This is an optimization exercise on Yosys and OpenROAD, whose aim is small area, not a production implementation.
The RTL was checked by simulation tests, not by an equivalence proof against the original design.
Power is estimated from default activity; no workload was simulated.

==> flow/design.v (outline; a module is shown in full before it is edited, if it fits) <==
// module pixel_generation: 1353 lines
module pixel_generation(
    input clk,
    input reset,
    input video_on,
    input [9:0] x, y,
    input KEY_UP, KEY_DOWN, KEY_LEFT, KEY_RIGHT,
    output [11:0] rgb
    );
  // ...
==> flow/flow/run.sh <==
#!/bin/bash
# Layout flow: the standard flow (standard.sh), except that
#  - synthesis maps the logic with an area-oriented ABC script (flow/area.abc)
#    instead of ORFS's delay-oriented one, and without extracting adder
#    cells first (flow/my_synth.tcl),
#  - the buffers synthesis puts on outputs that share a net, and the port
#    buffers, are sky130_fd_sc_hd__buf_1 cells.
# Registers, floorplan, power grid, placement, CTS and routing are the
# standard flow's. All tool output goes to flow_make.log and ORFS's logs.
set -euo pipefail
WORK=$(pwd)
sed "s|SYNTH_SCRIPT=[^ ]*|SYNTH_SCRIPT=$WORK/flow/my_synth.tcl 'BUFFER_PORTS_ARGS=-buffer_cell sky130_fd_sc_hd__buf_1' 'MIN_BUF_CELL_AND_PORTS=sky130_fd_sc_hd__buf_1 A X'|" standard.sh > my_standard.sh
grep -q "SYNTH_SCRIPT=$WORK/flow/my_synth.tcl" my_standard.sh
bash my_standard.sh > flow_make.log 2>&1
==> flow/flow/area.abc <==
strash; &get -n; &dch; &nf -R 1000 -p -F 10 -A 6 -C 32; &put; topo
==> flow/flow/my_synth.tcl <==
proc synth {args} { yosys synth -nofsm -noshare {*}$args }
# area-oriented mapping: same synthesis, own ABC script
set ::my_abc_script [file join [file dirname [file normalize [info script]]] area.abc]
proc abc {args} {
  set i [lsearch -exact $args -script]
  if {$i >= 0} { set args [lreplace $args $i [expr {$i + 1}] -script $::my_abc_script] }
  yosys abc {*}$args
}
# no adder extraction: ABC maps the adders' gates with the rest of the logic
proc extract_fa {args} { }
source $::env(SCRIPTS_DIR)/synth.tcl
# left out here: clear keep_hierarchy, flatten, clean up, hide names made inside functions, write 1_2_yosys.v
==> flow/standard.sh <==
#!/bin/bash
# synth_recipe.tcl (not shown) runs the flow's synth.tcl, then flattens the netlist and writes it again
# the make line also repeats each setting of config.mk as NAME=value (left out here)
make -C /OpenROAD-flow-scripts/flow DESIGN_CONFIG=/design/flow/config.mk WORK_HOME=/design/flow/orfs CLKGATE_MAP_FILE= SYNTH_SCRIPT=/design/flow/synth_recipe.tcl "${@:-finish}"
==> flow/config.mk <==
export PLATFORM = sky130hd
export DESIGN_NAME = pixel_generation
export DESIGN_NICKNAME = pixel_generation
export VERILOG_FILES = /design/flow/design.v
export SDC_FILE = /design/flow/constraint.sdc
export NUM_CORES = 4
export LEC_CHECK = 0
export ABC_AREA = 1
export CAP_MARGIN = 20
export CORE_MARGIN = 2
export CORE_UTILIZATION = 40
export CTS_BUF_LIST = sky130_fd_sc_hd__clkbuf_8
export SLEW_MARGIN = 20
==> flow/constraint.sdc <==
create_clock -name core_clock -period 10.0 [get_ports {clk}]
set_input_delay 2.0000 -clock core_clock [delete_from_list [all_inputs] [get_ports {clk}]]
set_output_delay 2.0000 -clock core_clock [all_outputs]
set_load 0.01 [all_outputs]
==> summary.md, run 1 <==
| Metric | Value |
|---|---|
| Status | `complete, no violations` |
| CP top delay family | `simple AND/OR/NAND/NOR gates` |
| Multi-input gate area | `3605 um^2` |
| Hold_buf cts | `0` |
| Met1 usage | `0.3632` |
| Biggest regs | `sx (10), sy (9), st (3)` |
| Most frequent cells in the layout | `101 x nor2_1, 79 x nand2_1, 71 x o21ai_0` |
| Multiplexer share of the synthesized area | `0.009370` |
| Slew headroom | `0.3609` |
| Drt first-iter violations | `661` |
| Ys flop type | `dfrtp_1` |
| Worst min-delay path endpoint | `sy[5]$_DFF_PP1_` |
| Synth unique cells | `64` |
| Synth cell count leaders | `101 x nor2_1, 79 x nand2_1, 71 x o21ai_0, 58 x a21oi_1, 36 x clkinv_1` |
| Share of power burned in registers | `0.290` |
| Dpl cells | `878` |
| Clock Power | `63.2 uW` |
| Int Power | `230.5 uW` |
| DP Worst Slack | `1.562 ns` |
| Hold WS | `0.5232 ns` |
| Fmax | `113.3 MHz` |
| Max-cap violations | `0` |
| Die Area | `11870 um^2` |
| Minimum clock period | `8.829 ns` |
| Routed length on met3 | `1396 um` |
| Compound-Gate Fraction of Synth Area | `0.3938` |
| Max-slew violation count | `0` |
| Met2 routed WL | `9552 um` |
| Final nets | `770` |
| Crit-path max FO | `13` |
| Area grow syn2layout | `9.767%` |
| Synth Area in Simple Gates | `0.3430` |
| Power per Cell Area | `100.5 nW/um^2` |
| R2r worst-path depth | `39` |
| Die W | `109.0 um` |
| Largest cell class | `multi-input gates` |
| Number of non-clock inverters in the layout | `36` |
| Largest net degree at the start of global routing | `27` |
| Aggregate global routing overflow | `0` |
| Worst setup margin | `1.171 ns` |
==> run 2, diff against run 1 <==
--- a/flow/config.mk
+++ b/flow/config.mk
@@ -12,2 +12,3 @@
 export CTS_BUF_LIST = sky130_fd_sc_hd__clkbuf_8
+export GPL_TIMING_DRIVEN = 0
 export SLEW_MARGIN = 20
==> run 2 against run 1 <==
Total power increased by 0.22%. Non-clock buffer count shrank 4. Still clean on timing, DRC and antenna. Hold slack gained 0.0078 ns. Fmax decreased by 5.3%. Largest power group unchanged. Highest routed layer unchanged. Sequential cell count stayed put. Sequential share of layout area is essentially flat. Critical path depth is 9 lower. Combinational power is essentially flat.
==> summary.md, run 2 <==
| Metric | Value |
|---|---|
| Synth cell count leaders | `101 x nor2_1, 79 x nand2_1, 71 x o21ai_0, 58 x a21oi_1, 36 x clkinv_1` |
| Worst reg2reg endpoint | `sy[4]$_DFF_PP0_` |
| Clock latency (worst-skew pair) | `0.28 ns` |
| Yosys top cell by area | `dfrtp_1` |
| Yosys Warn Count | `1` |
| Most frequent cells in the layout | `101 x nor2_1, 79 x nand2_1, 70 x o21ai_0` |
| Synth top area share | `0.1079` |
| CP Capture Type | `register` |
| Power per Cell Area | `100.6 nW/um^2 (about the same)` |
| CTS sink count | `25` |
| Total core area | `10790 um^2` |
| # DRC | `0` |
| Synth unique cells | `64 (unchanged)` |
| Crit-path max FO | `13 (unchanged)` |
| Max-slew violation count | `0 (unchanged)` |
| CP max stage delay | `0.77 ns` |
| Largest net degree at the start of global routing | `38 (+41%)` |
| Skew final | `0.003462 ns` |
| Slew headroom | `0.2914 (-0.06945)` |
| Share of power burned in registers | `0.289 (about the same)` |
| H-tree depth | `1` |
| Dpl hpwl | `14960 um` |
| Number of flops mapped to enable cells by yosys | `0` |
| Static leakage | `1.530 nW` |
| Vias in the first global route | `5431` |
| Max reg flops | `10` |
| Synth area leaders | `dfrtp_1 11%, nor2_1 8.6%, o21ai_0 8.1%` |
| Hold_sp | `sy[5]$_DFF_PP1_` |
| Fill cells | `1158` |
| Drt first-iter violations | `719 (+8.8%)` |
| Placement Cell Area | `4725 um^2` |
| Slew at the pin with the worst max-slew slack | `1.052 ns` |
| Worst vdd ir | `0.07701 mV` |
| Hold depth | `2` |
| Die Span Y | `109.0 um` |
| Minimum clock period | `9.323 ns (+0.4946 ns)` |
| Worst setup margin | `0.6766 ns (-0.4946 ns)` |
| Seq/Total Area, Yosys | `0.1437` |
| DRT Pass-1 Iters | `5` |
| Final nets | `766 (-0.52%)` |
| Worst-path clk slew | `0.10 ns` |
| Hold_buf cts | `0 (unchanged)` |
| Final Hold Viols | `0` |
| R2r worst-path depth | `30 (-23%)` |
| Status | `complete, no violations` |
| Total number of vias | `5998` |
| Netlist Area Pre-Place | `4407 um^2` |
| Largest register by flop count | `sx` |
| Fmax | `107.3 MHz (-5.3%)` |
| Ys flop type | `dfrtp_1` |
| Switching share of power | `0.5295` |
| Fin crit share | `0.9323` |
| IO Port Bufs | `37` |
| Post-DR wirelength/cell | `22.30 um` |
| Count leader, synth | `nor2_1` |
| Clock network power share | `0.130` |
| Combinational group share of total power | `0.581` |
| Worst min-delay path endpoint | `sy[5]$_DFF_PP1_` |
| Most used cell along the critical path | `nor2_1` |
| Crit path launch type | `register` |
| Max-cap violations | `0 (unchanged)` |
| Die Area | `11870 um^2 (unchanged)` |
| Critical path's slowest cell | `a2111oi_0` |
| Worst r2r src | `sy[5]$_DFF_PP1_` |
| Aggregate global routing overflow | `0 (unchanged)` |
| FF+latch count, synth | `25` |
| Initial Utilization | `0.4083` |
| CP required | `10.20 ns` |
| N_diodes | `0` |
| CTS tree | `built` |
| Initial antenna violation count | `1` |
| IO Count | `39` |
| RSZ-0062 raised after global routing | `no` |
| Die W | `109.0 um (unchanged)` |
| Antenna Nets Post-Route | `0` |
| DP Worst Slack | `0.1608 ns (-1.401 ns)` |
| Post-Syn Instances | `696` |
| Share of post-route cells with drive strength above 1 | `0.02575` |
| Gr usage total | `0.3313` |
| WP data arrival | `9.52 ns` |
| Row count | `38` |
| Switching Power | `258.0 uW` |
| Hold Crit Class | `register to register` |
| GPL Wtd Cong | `0.9747` |
| Async SR Flop Fraction | `1.000` |
| CTS Buf Count | `3` |
| Critical path class | `register to register` |
| Avg Cell Area, Syn | `6.332 um^2` |
| Fin util | `0.4488` |
| Vias per inst | `6.831` |
| CTS Buffer Depth | `2` |
| Synthesized Nets | `723` |
| Area grow syn2layout | `9.909%` |
| R2R setup slack | `0.68 ns` |
| Int Power | `229.2 uW (-0.57%)` |
| Final Cell Area | `4843 um^2` |
| Endpoints failing setup | `0` |
| Root buffer cell | `clkbuf_8` |
| Detailed-route wire length | `19580 um` |
| Most common cell after layout, fill and taps aside | `nor2_1` |
| First-pass GRT wire length | `30050 um` |
| Biggest regs | `sx (10), sy (9), st (3)` |
[run 2: per-layer routing]
metal,vias to the layer above,track usage,part of all wire
met2,381,0.5807,0.50
met4,0,0.2134,0.071
met3,97,0.03766,0.067
li1,2732,-,-
met1,2788,0.3793,0.37
met5,-,0,0
[run 2: layout make-up]
cell class | count | area [um^2] | area share
plain buffers | 9 | 33.78 | 0.006975
well taps | 140 | 175.2 | 0.03617
flip-flops and latches | 25 | 633.1 | 0.1307
repair buffers | 38 | 167.7 | 0.03462
multi-input cells | 626 | 3654 | 0.7543
clock buffers | 3 | 41.29 | 0.008525
inverters | 36 | 135.1 | 0.02790
clock inverters | 1 | 3.754 | 0.0007750
[run 2: worst max-delay path, delay by kind of cell, from the launching register on]
family | cells | cell delay, ns
flip-flops | 1 | 0.42
AO/OA/AOI/OAI | 11 | 3.27
buffers and inverters | 2 | 0.40
AND/OR/NAND/NOR | 13 | 3.36
XOR/XNOR | 4 | 1.76
[run 2: power groups by stage]
stage	sequential [mW]	combinational, mW	clock (mW)
floorplan	0.130	0.183	0
global placement	0.141	0.268	0
detailed placement	0.141	0.269	0
CTS	0.139	0.270	0.0647
global route	0.143	0.310	0.0674
finish	0.141	0.283	0.0632
[run 2: logic make-up (layout without fill, tap and decap cells)]
kind of cell	count (synthesis)	in the layout	synth area share
simple gates	319	319	0.3430
compound gates	267	267	0.3938
buf+inv	45	87	0.03833
xor+xnor	35	35	0.06956
flops	25	25	0.1437
mux	4	4	0.009370
fa+ha+maj	1	1	0.002272
[run 2: how the worst max path moves through the flow]
stage | startpoint | endpoint | slack [ns]
5_1_grt | sy[5]$_DFF_PP1_ | sy[4]$_DFF_PP0_ | 0.06
6_report | sy[5]$_DFF_PP1_ | sy[4]$_DFF_PP0_ | 0.68
3_5_place_dp | sy[5]$_DFF_PP1_ | sx[0]$_DFF_PP0_ | 0.16
4_1_cts | sy[5]$_DFF_PP1_ | sx[0]$_DFF_PP0_ | 0.08
2_1_floorplan | sy[5]$_DFF_PP1_ | sx[0]$_DFF_PP0_ | 2.13
3_3_place_gp | sy[5]$_DFF_PP1_ | sx[1]$_DFF_PP0_ | -0.14
[run 2: per-stage QoR]
stage / hold WS, ns / TNS (ns) / std cells / power (mW)
after global routing: 0.5725 / 0 / 878 / 0.5196
after detailed placement: 0.5158 / 0 / 873 / 0.4105
after global placement: 0.5127 / -2.130 / 873 / 0.4090
after floorplan: 0.4809 / 0 / 696 / 0.3122
final: 0.5310 / 0 / 878 / 0.4873
after CTS: 0.5307 / 0 / 877 / 0.4745
[run 2: timing repair]
action,in CTS,in global routing
endpoints found under the setup margin,0,22
resized for setup,0,6
buffers inserted,0,0
==> run 3, diff against run 2 <==
--- a/flow/config.mk
+++ b/flow/config.mk
@@ -10,5 +10,4 @@
 export CORE_MARGIN = 2
-export CORE_UTILIZATION = 40
+export CORE_UTILIZATION = 65
 export CTS_BUF_LIST = sky130_fd_sc_hd__clkbuf_8
-export GPL_TIMING_DRIVEN = 0
 export SLEW_MARGIN = 20
==> run 3 against run 2 <==
Global-route usage up 12 points. Non-clock buffer count is 3 lower. Synthesized cell count unchanged. Area after synthesis unchanged. Clock power down 0.8%. Register-to-register slack better by 0.02 ns. Setup slack better by 0.024 ns. Sequential cell count unchanged. Total power decreased by 2.2%. Die area fell by 37%. Count of clock-buffer cells in the layout is the same. Via count up 2.9%. Largest cell class unchanged. Highest routed layer unchanged.
==> summary.md, run 3 <==
| Metric | Value |
|---|---|
| Status | `complete, no violations` |
| First-pass GRT wire length | `27390 um (-8.8%)` |
| Detailed-route wire length | `16940 um (-13%)` |
| Most frequent cells in the layout | `101 x nor2_1, 79 x nand2_1, 71 x o21ai_0` |
| DP Worst Slack | `0.8926 ns (+0.7318 ns)` |
| Synthesized Nets | `723 (unchanged)` |
| Critical path's slowest cell | `and4_1` |
| Max-cap violations | `0 (unchanged)` |
| Worst-path clk slew | `0.09 ns (about the same)` |
| Count leader, synth | `nor2_1` |
| CTS tree | `built` |
| Most common cell after layout, fill and taps aside | `nor2_1` |
| Largest register by flop count | `sx` |
| Fin crit share | `0.9300 (-0.002386)` |
| Critical path class | `register to register` |
| Fmax | `107.5 MHz (+0.26%)` |
| CP Capture Type | `register` |
| Synth area leaders | `dfrtp_1 11%, nor2_1 8.6%, o21ai_0 8.1%` |
| H-tree depth | `1 (unchanged)` |
| Initial Utilization | `0.6596 (+0.2513)` |
| Share of post-route cells with drive strength above 1 | `0.02449 (-0.001255)` |
| Die Span Y | `86.34 um (-21%)` |
| Endpoints failing setup | `0 (unchanged)` |
| Synth cell count leaders | `101 x nor2_1, 79 x nand2_1, 71 x o21ai_0, 58 x a21oi_1, 36 x clkinv_1` |
| Slew headroom | `0.3016 (+0.01015)` |
| Die Area | `7455 um^2 (-37%)` |
| Placement Cell Area | `4664 um^2 (-1.3%)` |
| Root buffer cell | `clkbuf_8` |
| Crit path launch type | `register` |
| Clock latency (worst-skew pair) | `0.27 ns (about the same)` |
| Hold Crit Class | `register to register` |
| Total number of vias | `6171 (+2.9%)` |
| Area grow syn2layout | `7.070%` |
| CTS sink count | `25 (unchanged)` |
| Yosys top cell by area | `dfrtp_1` |
| RSZ-0062 raised after global routing | `no` |
| Crit-path max FO | `13 (unchanged)` |
| CP required | `10.18 ns (-0.02 ns)` |
| FF+latch count, synth | `25 (unchanged)` |
| N_diodes | `0 (unchanged)` |
| Yosys Warn Count | `1 (unchanged)` |
| Vias in the first global route | `5440 (+0.17%)` |
| Biggest regs | `sx (10), sy (9), st (3)` |
| Aggregate global routing overflow | `0 (unchanged)` |
| Vias per inst | `7.572 (+11%)` |
| GPL Wtd Cong | `1.232 (+26%)` |
| Synth unique cells | `64 (unchanged)` |
| Total Power | `476.4 uW (-2.2%)` |
| Dpl hpwl | `12650 um (-15%)` |
| Row count | `30 (-21%)` |
| CTS Buffer Depth | `2 (unchanged)` |
| Power per Cell Area | `101.0 nW/um^2 (+0.36%)` |
| Minimum clock period | `9.300 ns (-0.02386 ns)` |
| Seq/Total Area, Yosys | `0.1437 (unchanged)` |
| Async SR Flop Fraction | `1.000 (unchanged)` |
| Worst vdd ir | `0.05354 mV (-30%)` |
| Max reg flops | `10 (unchanged)` |
| Slew at the pin with the worst max-slew slack | `1.033 ns (-0.01867 ns)` |
| Final Cell Area | `4718 um^2 (-2.6%)` |
| Die W | `86.34 um (-21%)` |
| Final Hold Viols | `0 (unchanged)` |
| Multi-input gate area | `3612 um^2 (-1.1%)` |
| Total negative setup slack | `0 ns (unchanged)` |
| Antenna Nets Post-Route | `0 (unchanged)` |
| Fill cells | `613 (-47%)` |
| IO Count | `39 (unchanged)` |
| Post-DR wirelength/cell | `20.78 um (-6.8%)` |
| # DRC | `0 (unchanged)` |
| Post-Syn Instances | `696 (unchanged)` |
| Gr usage total | `0.4547 (+0.1234)` |
| Most used cell along the critical path | `nor2_1` |
| Skew final | `0.008499 ns (+0.005038 ns)` |
| Max-slew violation count | `0 (unchanged)` |
| Static leakage | `1.508 nW (-1.5%)` |
| Synth top area share | `0.1079 (unchanged)` |
| IO Port Bufs | `37 (unchanged)` |
| WP data arrival | `9.48 ns (-0.04 ns)` |
| Drt first-iter violations | `777 (+8.1%)` |
| Sequential cell area | `633.1 um^2 (unchanged)` |
| Initial antenna violation count | `0 (-1)` |
| Number of flops mapped to enable cells by yosys | `0 (unchanged)` |
| CP max stage delay | `0.60 ns (-0.17 ns)` |
| Ys flop type | `dfrtp_1` |
| CTS Buf Count | `3 (unchanged)` |
| Largest net degree at the start of global routing | `26 (-32%)` |
| Netlist Area Pre-Place | `4407 um^2 (unchanged)` |
| Worst setup margin | `0.7004 ns (+0.02386 ns)` |
| Total core area | `6681 um^2 (-38%)` |
| Final nets | `763 (-0.39%)` |
| DRT Pass-1 Iters | `8 (+3)` |
| Avg Cell Area, Syn | `6.332 um^2 (unchanged)` |
run 3: cell counts after synthesis:
Identical to the previous run, type by type.
run 3: final cells by class:
type	instances	area share
timing repair buffer	44	0.04057
clock buffer	3	0.008751
multi-input combinational	626	0.7656
clock inverter	1	0.001061
tap	80	0.02121
inverter	36	0.02864
sequential	25	0.1342
run 3: logic make-up (layout without fill, tap and decap cells):
| kind of cell | after synthesis | in the layout | synth area share |
|---|---|---|---|
| and+or+nand+nor | 319 | 319 | 0.3430 |
| AOI/OAI and AO/OA | 267 | 267 | 0.3938 |
| buffers and inverters | 45 | 84 | 0.03833 |
| xor gates and xnor gates | 35 | 35 | 0.06956 |
| DFF | 25 | 25 | 0.1437 |
| muxes | 4 | 4 | 0.009370 |
| adders and majority gates | 1 | 1 | 0.002272 |
run 3: metal layers:
layer  wire length [um]  up-vias  part of all wire  GRT usage
met2               7690      575              0.45     0.7371
met1               5974     2691              0.35     0.5673
li1                   -     2731                 -          -
met3               1819      174              0.11    0.06476
met5                  0        -                 0          0
met4               1454        0             0.086     0.2827
run 3: timing repair:
| action | CTS | global route |
|---|---|---|
| hold endpoints to repair | 0 | 0 |
| gates resized for setup | 0 | 1 |
| setup endpoints to repair | 0 | 7 |
| hold buffers | 0 | 0 |
| setup buffers | 0 | 0 |
run 3: final timing paths:
check,from,endpoint,slack (ns),cells past startpoint
worst max-delay path,sy[5]$_DFF_PP1_,sx[9]$_DFF_PP0_,0.70,32
worst min-delay path,sy[5]$_DFF_PP1_,sy[5]$_DFF_PP1_,0.54,2
worst max register to register,sy[5]$_DFF_PP1_,sx[9]$_DFF_PP0_,0.70,32
worst min register to register,sy[5]$_DFF_PP1_,sy[5]$_DFF_PP1_,0.54,2
max in group asynchronous,reset,dir[0]$_DFF_PP0_,7.78,2
min in group asynchronous,reset,sx[0]$_DFF_PP0_,1.77,2
run 3: metrics by stage:
stage                     utilization  hold WS [ns]  cells
after detailed placement       0.6981        0.5207    811
after floorplan                     -        0.4809    696
after global placement         0.6981        0.5021    811
after CTS                      0.7051        0.5343    815
after global routing           0.7062        0.5533    815
final                          0.7062        0.5377    815
run 3: worst max-delay path: cells and delay by family, from the launching register on:
family	cells	cell delay [ns]
flip-flops	1	0.42
AND/OR/NAND/NOR	14	3.49
AO/OA/AOI/OAI	11	3.21
buffers and inverters	3	0.76
XOR/XNOR	4	1.33
run 3: where the power goes:
group	internal (mW)	leakage, nW	switching (mW)	total (mW)
Combinational	0.0889	1.17	0.187	0.276
Sequential	0.113	0.314	0.0247	0.138
Clock	0.0279	0.0255	0.0348	0.0627
==> run 4, diff against run 3 <==
--- a/flow/flow/run.sh
+++ b/flow/flow/run.sh
@@ -4,7 +4,6 @@
 #    instead of ORFS's delay-oriented one, and without extracting adder
-#    cells first (flow/my_synth.tcl),
-#  - the buffers synthesis puts on outputs that share a net, and the port
-#    buffers, are sky130_fd_sc_hd__buf_1 cells.
+#    cells first (flow/my_synth.tcl), and
+#  - the port buffers are sky130_fd_sc_hd__buf_1 cells.
 # Registers, floorplan, power grid, placement, CTS and routing are the
-# standard flow's. All tool output goes to flow_make.log and ORFS's logs.
+# standard flow's.
 set -euo pipefail
==> flow/flow/area.abc (replaced) <==
strash; &get -n; &dch; &nf -R 1000 -p; &put; topo
--- a/flow/config.mk
+++ b/flow/config.mk
@@ -10,3 +10,3 @@
 export CORE_MARGIN = 2
-export CORE_UTILIZATION = 65
+export CORE_UTILIZATION = 40
 export CTS_BUF_LIST = sky130_fd_sc_hd__clkbuf_8
==> run 4 against run 3 <==
Register-to-register slack improved by 0.04 ns. Die area is 61% higher. Critical path type unchanged. Still clean on timing, DRC and antenna. Synthesized cell count increased by 2.3%. Sequential power is 4% higher. Non-clock buffer count shrank 1.
==> summary.md, run 4 <==
| Metric | Value |
|---|---|
| Combinational group share of total power | `0.590 (+0.011)` |
| Worst vdd ir | `0.06966 mV (+30%)` |
| Ys flop type | `dfrtp_1` |
| Die Span Y | `109.5 um (+27%)` |
| Antenna Nets Post-Route | `0 (unchanged)` |
| Most frequent cells in the layout | `107 x nor2_1, 88 x nand2_1, 81 x o21ai_0` |
| Crit-path max FO | `13 (unchanged)` |
| FF+latch count, synth | `25 (unchanged)` |
| Row count | `38 (+27%)` |
| CP max stage delay | `0.67 ns (+0.07 ns)` |
| Total Power | `505.6 uW (+6.1%)` |
| Finished Layout Cells | `890 (+9.2%)` |
| Most used cell along the critical path | `nand2_1` |
| Switching share of power | `0.5334 (+0.01643)` |
| Seq/Total Area, Yosys | `0.1423 (-0.001414)` |
| Final nets | `778 (+2.0%)` |
| GPL Wtd Cong | `1.053 (-15%)` |
| Slew at the pin with the worst max-slew slack | `0.8625 ns (-0.1705 ns)` |
| Number of flops mapped to enable cells by yosys | `0 (unchanged)` |
| Aggregate global routing overflow | `0 (unchanged)` |
| N_diodes | `0 (unchanged)` |
| Yosys Warn Count | `1 (unchanged)` |
| CTS Buf Count | `3 (unchanged)` |
| RSZ-0062 raised after global routing | `no` |
| Yosys top cell by area | `dfrtp_1` |
| Max-slew violation count | `0 (unchanged)` |
| Post-DR wirelength/cell | `19.81 um (-4.7%)` |
| Count leader, synth | `nor2_1` |
| CTS Buffer Depth | `2 (unchanged)` |
| Skew final | `0.01810 ns (+0.009605 ns)` |
| Vias per inst | `6.696 (-12%)` |
| Largest register by flop count | `sx` |
| Fmax | `108.0 MHz (+0.45%)` |
| Sequential cell area | `633.1 um^2 (unchanged)` |
| CP Capture Type | `register` |
| Post-CTS Setup Inserts | `0 (unchanged)` |
| IO Count | `39 (unchanged)` |
| Endpoints failing setup | `0 (unchanged)` |
| Die Area | `11990 um^2 (+61%)` |
| Critical path's slowest cell | `dfstp_2` |
| Hold depth | `2 (unchanged)` |
| Multi-input gate area | `3697 um^2 (+2.4%)` |
| Slew headroom | `0.4101 (+0.1085)` |
| Fin crit share | `0.9258 (-0.004131)` |
| Dpl hpwl | `13850 um (+9.5%)` |
| Root buffer cell | `clkbuf_8` |
| Total number of vias | `5959 (-3.4%)` |
| Worst-path clk slew | `0.11 ns (+0.02 ns)` |
| Synth cell count leaders | `107 x nor2_1, 88 x nand2_1, 81 x o21ai_0, 59 x a21oi_1` |
| Hold_buf cts | `0 (unchanged)` |
| Initial antenna violation count | `0 (unchanged)` |
| Netlist Area Pre-Place | `4451 um^2 (+0.99%)` |
| Synthesized Nets | `739 (+2.2%)` |
| Biggest regs | `sx (10), sy (9), st (3)` |
| R2r worst-path depth | `31 (-3.1%)` |
| IO Port Bufs | `37 (unchanged)` |
| Synth area leaders | `dfrtp_1 11%, o21ai_0 9.1%, nor2_1 9.0%` |
| Max-cap violations | `0 (unchanged)` |
| Status | `complete, no violations` |
| Critical path class | `register to register` |
| Avg Cell Area, Syn | `6.251 um^2 (-1.3%)` |
| Total negative setup slack | `0 ns (unchanged)` |
| Max reg flops | `10 (unchanged)` |
| H-tree depth | `1 (unchanged)` |
| CP required | `10.17 ns (about the same)` |
| Most common cell after layout, fill and taps aside | `nor2_1` |
| DRT Pass-1 Iters | `5 (-3)` |
| Vias in the first global route | `5050 (-7.2%)` |
| Final Hold Viols | `0 (unchanged)` |
| Clock network power share | `0.126 (-0.006)` |
| # DRC | `0 (unchanged)` |
| WP data arrival | `9.43 ns (-0.05 ns)` |
| Crit path launch type | `register` |
| Share of power burned in registers | `0.284 (-0.006)` |
| Post_cts resized | `0 (unchanged)` |
| Detailed-route wire length | `17630 um (+4.1%)` |
| Area grow syn2layout | `9.024%` |
| Fill cells | `1150 (+88%)` |
| Synth unique cells | `56 (-13%)` |
| Largest net degree at the start of global routing | `33 (+27%)` |
| Die W | `109.5 um (+27%)` |
| First-pass GRT wire length | `27870 um (+1.7%)` |
| CTS sink count | `25 (unchanged)` |
| Synth top area share | `0.1068 (-0.001062)` |
| Drt first-iter violations | `941 (+21%)` |
| CTS tree | `built` |
| Initial Utilization | `0.4105 (-0.2490)` |
| Dpl cells | `885 (+9.1%)` |
| Share of post-route cells with drive strength above 1 | `0.02267 (-0.001823)` |
| Hold Crit Class | `register to register` |
| Minimum clock period | `9.258 ns (-0.04131 ns)` |
| Clock latency (worst-skew pair) | `0.28 ns (about the same)` |
| Async SR Flop Fraction | `1.000 (unchanged)` |
| Switching Power | `269.7 uW (+9.5%)` |
| Int Power | `235.9 uW (+2.5%)` |
| Gr usage total | `0.2943 (-0.1603)` |
| Static leakage | `1.548 nW (+2.7%)` |
| Total core area | `10840 um^2 (+62%)` |
| Power per Cell Area | `104.2 nW/um^2 (+3.2%)` |
| Post-Syn Instances | `712 (+2.3%)` |
## run 4: worst paths after layout
kind                            slack, ns                to             from
worst max-delay path                 0.74   sx[4]$_DFF_PP0_  sy[7]$_DFF_PP1_
worst min-delay path                 0.54   sy[1]$_DFF_PP1_  sy[1]$_DFF_PP1_
worst max register to register       0.74   sx[4]$_DFF_PP0_  sy[7]$_DFF_PP1_
worst min register to register       0.54   sy[1]$_DFF_PP1_  sy[1]$_DFF_PP1_
max in group asynchronous            7.91   sy[7]$_DFF_PP1_            reset
min in group asynchronous            1.62  dir[1]$_DFF_PP0_            reset
## run 4: logic make-up (layout without fill, tap and decap cells)
kind of cell               count (synthesis)  in the layout  synth area share
AOI/OAI and AO/OA                        273            273            0.3885
xor gates and xnor gates                  37             37           0.07281
adders and majority gates                  3              3          0.006748
buffers and inverters                     34             72           0.02868
DFF                                       25             25            0.1423
muxes                                      3              3          0.007028
and+or+nand+nor                          337            337            0.3539
## run 4: layer usage
metal	GRT usage	up-vias	wire, um
met4	0.03436	0	239
met1	0.4637	2730	7995
met2	0.4083	415	7050
met3	0.07232	36	2349
met5	0	-	0
li1	-	2778	-
## run 4: cell type report
cell class,count,share of cell area
multi-input combinational,653,0.7620
sequential,25,0.1305
timing repair buffer,43,0.04203
tap,140,0.03610
inverter,25,0.01934
clock buffer,3,0.008510
clock inverter,1,0.001547
## run 4: stage by stage
stage                     hold slack [ns]  setup slack, ns  area, um^2  utilization
after global routing               0.5623         0.007042        4852       0.4476
after detailed placement           0.5174           0.8405        4768       0.4399
after floorplan                    0.4827            2.814        4451            -
final                              0.5404           0.7417        4852       0.4476
after global placement             0.5107           0.9626        4768       0.4399
after CTS                          0.5340           0.8121        4817       0.4444
## run 4: power groups by stage
stage / registers, mW / logic (mW) / clock network [mW]
2_1_floorplan: 0.133 / 0.199 / 0
6_report: 0.144 / 0.298 / 0.0637
5_1_grt: 0.146 / 0.327 / 0.0710
3_3_place_gp: 0.144 / 0.285 / 0
3_5_place_dp: 0.145 / 0.283 / 0
4_1_cts: 0.143 / 0.285 / 0.0667
## run 4: worst max-delay path: cells and delay by family, from the launching register on
family                    cells  cell delay, ns
AOI/OAI and AO/OA            11            2.34
DFF                           1            0.67
xor gates and xnor gates      4            1.91
and+or+nand+nor              15            3.75
buffers and inverters         1            0.44

-- port drivers added, routing unchanged --
How much do the figures lean on ideal ports? The routed layouts below were timed once more, with nothing changed but the port constraints. Step 1 (the two cells are an assumption about what drives the block):
set clk [get_ports {clk}]
set_driving_cell -lib_cell sky130_fd_sc_hd__clkbuf_16 $clk
set_driving_cell -lib_cell sky130_fd_sc_hd__buf_2 [delete_from_list [all_inputs] $clk]
Step 2 adds t to the input delays and takes it off the output delays; t is the mean of the earliest and latest rising clock arrival at the registers after step 1. Input paths then give back, and output paths get back, about the clock's delay inside the block. Slacks: ideal ports / drivers / drivers and shift; pairs: ideal ports / drivers.
| run | t, ns | setup WS [ns] | worst setup path at the end | worst slew at a driven data input, ns |
|---|---|---|---|---|
| run 1 | 0.306 | 1.171 / 1.171 / 1.171 | register to register | 0.05 |
| run 2 | 0.302 | 0.677 / 0.677 / 0.677 | register to register | 0.05 |
| run 3 | 0.299 | 0.700 / 0.700 / 0.700 | register to register | 0.03 |
| run 4 | 0.301 | 0.742 / 0.742 / 0.742 | register to register | 0.03 |
After both steps every run listed still meets setup and hold.
